From an optimization exercise on the open Yosys and OpenROAD flow, aimed at small area and a short achievable clock period; shortcuts taken in it are not production practice. Only simulation tests tie the RTL to the original design; equivalence was not proved. Power figures rest on the tool's default switching activity, not on a simulated workload.

// cpu_top
module cpu_top(
    input wire clk,
    input wire rst,
    input wire control,
    input wire [31:0] instr,
    output wire [31:0] pc,
    output wire [6:0] seg1,
    output wire [6:0] seg2
);
    wire [6:0] op  = instr[6:0];
    wire [4:0] rd  = instr[11:7];
    wire [4:0] rs1 = instr[19:15];
    wire [4:0] rs2 = instr[24:20];
    wire is_r = (op == 7'b0110011);
    wire is_i = (op == 7'b0010011);
    wire is_s = (op == 7'b0100011);
    wire is_b = (op == 7'b1100011);
    wire is_j = (op == 7'b1101111);
    wire is_a = ~is_s & ~is_b & ~is_i;
    wire reg_write = is_r | is_i | is_s;
    reg [31:0] pc_reg;
    reg [31:0] regs [1:31];
    reg [31:1] valid;
    wire [31:0] imm_i = {{20{instr[31]}}, instr[31:20]};
    wire [31:0] imm_b = {{20{instr[31]}}, instr[7], instr[30:25], instr[11:8], 1'b0};
    wire [31:1] valid_n = ~valid;
    wire [31:1] sel1, sel2, sel1l, sel2l;
    rf_decode_a dec1 (.rs(rs1), .valid_n(valid_n), .sel(sel1));
    rf_decode_a dec2 (.rs(rs2), .valid_n(valid_n), .sel(sel2));
    rf_decode_a dec1l (.rs(rs1), .valid_n(valid_n), .sel(sel1l));
    rf_decode_a dec2l (.rs(rs2), .valid_n(valid_n), .sel(sel2l));
    wire [31:0] a, b;      
    wire [7:0] a_d, b_d;   
    genvar gi, gk;
    generate
        for (gk = 0; gk < 32; gk = gk + 1) begin : rb
            wire [31:1] d;
            for (gi = 1; gi < 32; gi = gi + 1) begin : r
                assign d[gi] = regs[gi][gk];
            end
            if (gk < 8) begin : lo
                rf_read_bit2 ra (.sel(sel1l), .d(d), .q(a[gk]), .q2(a_d[gk]));
                rf_read_bit2 rb (.sel(sel2l), .d(d), .q(b[gk]), .q2(b_d[gk]));
            end else begin : hi
                rf_read_bit ra (.sel(sel1), .d(d), .q(a[gk]));
                rf_read_bit rb (.sel(sel2), .d(d), .q(b[gk]));
            end
        end
    endgenerate
    wire [31:0] sum;
    add32 uadd (.a(a), .b(is_i ? imm_i : b), .s(sum));
    wire [31:0] shl = a << b[4:0];
    wire [31:0] wdata = is_s ? shl : sum;
    wire [6:0] s1_add, s20_add, s21_add, s1_adi, s20_adi, s21_adi;
    wire [6:0] s1_sub, s20_sub, s21_sub, s1_shl, s2_shl;
    wire c4_add, c4_adi, c4_sub;
    seg7_add8 dadd (.x(a_d), .y(b_d), .seg1(s1_add), .seg20(s20_add), .seg21(s21_add), .c4(c4_add));
  ...
Size in the first run: roughly 81 I/O pins, roughly 0.055 sq mm of cells after synthesis.
==> flow/config.mk <==
export PLATFORM = sky130hd
export DESIGN_NAME = cpu_top
export DESIGN_NICKNAME = cpu_top
export VERILOG_FILES = /design/flow/design.v
export SDC_FILE = /design/flow/constraint.sdc
export NUM_CORES = 4
export LEC_CHECK = 0
export CAP_MARGIN = 20
export CORE_MARGIN = 2
export CORE_UTILIZATION = 45
export SETUP_SLACK_MARGIN = 2.5
export SLEW_MARGIN = 20
export SYNTH_HIERARCHICAL = 1
==> flow/constraint.sdc <==
create_clock -name core_clock -period 9.0 [get_ports {clk}]
set_input_delay 1.8000 -clock core_clock [delete_from_list [all_inputs] [get_ports {clk}]]
set_output_delay 1.8000 -clock core_clock [all_outputs]
set_load 0.01 [all_outputs]
run.sh (not shown) runs the stock make flow with config.mk's settings and CLKGATE_MAP_FILE= SYNTH_SCRIPT=/design/flow/synth_recipe.tcl, a recipe that flattens the netlist after the stock synthesis.
The baseline finished with timing, DRC and antenna clean.
Change:
- CTS_CLUSTER_DIAMETER: default -> 100
- CTS_CLUSTER_SIZE: default -> 25
After rerunning:
- The new run ran to the end with no violations
- area after synthesis stays the same
- cell count drops by a few percent
- first-iteration DRC count is lower slightly
- critical path depth grows by 1
- final area came out lower by a few percent
- register-to-register slack improves by 0.04 ns
Change:
- CTS_CLUSTER_DIAMETER: 100 -> 80
- CTS_CLUSTER_SIZE: 25 -> 20
What happened: Count of clock-buffer cells in the layout rises by 18. Die area is unchanged. Synthesized area does not change. Sequential cell count is unchanged. Design area rises by 2.4%. Power rises by 5.3%.

static timing again, ports no longer ideal:
No port has a modelled driver above. Below, the same layouts with a new extraction and two added sets of constraints. Step 1 sets driving cells, clkbuf_16 on the clock port and buf_2 on the other inputs (assumed; they add their load-dependent delay and slew). Step 2 also shifts input and output timing later by t, the mid clock arrival at the registers, as if the neighbouring blocks saw the same clock. a / b / c = no drivers / after step 1 / after step 2; a / b = the first two.
run | t (ns) | setup slack, ns | hold WS [ns] | worst setup path after step 2
the first run | 0.825 | 2.108 / 2.060 / 1.666 | 0.548 / 0.548 / 0.548 | input to register
the second run | 0.770 | 2.116 / 2.077 / 1.770 | 0.554 / 0.554 / 0.554 | input to register
the third run | 0.734 | 2.134 / 2.056 / 1.800 | 0.559 / 0.559 / 0.559 | input to register
After both steps setup and hold are still met in every run listed. For the first run, which loses most, drivers alone change the setup slack by -0.048 ns; drivers and shift together by -0.442 ns.
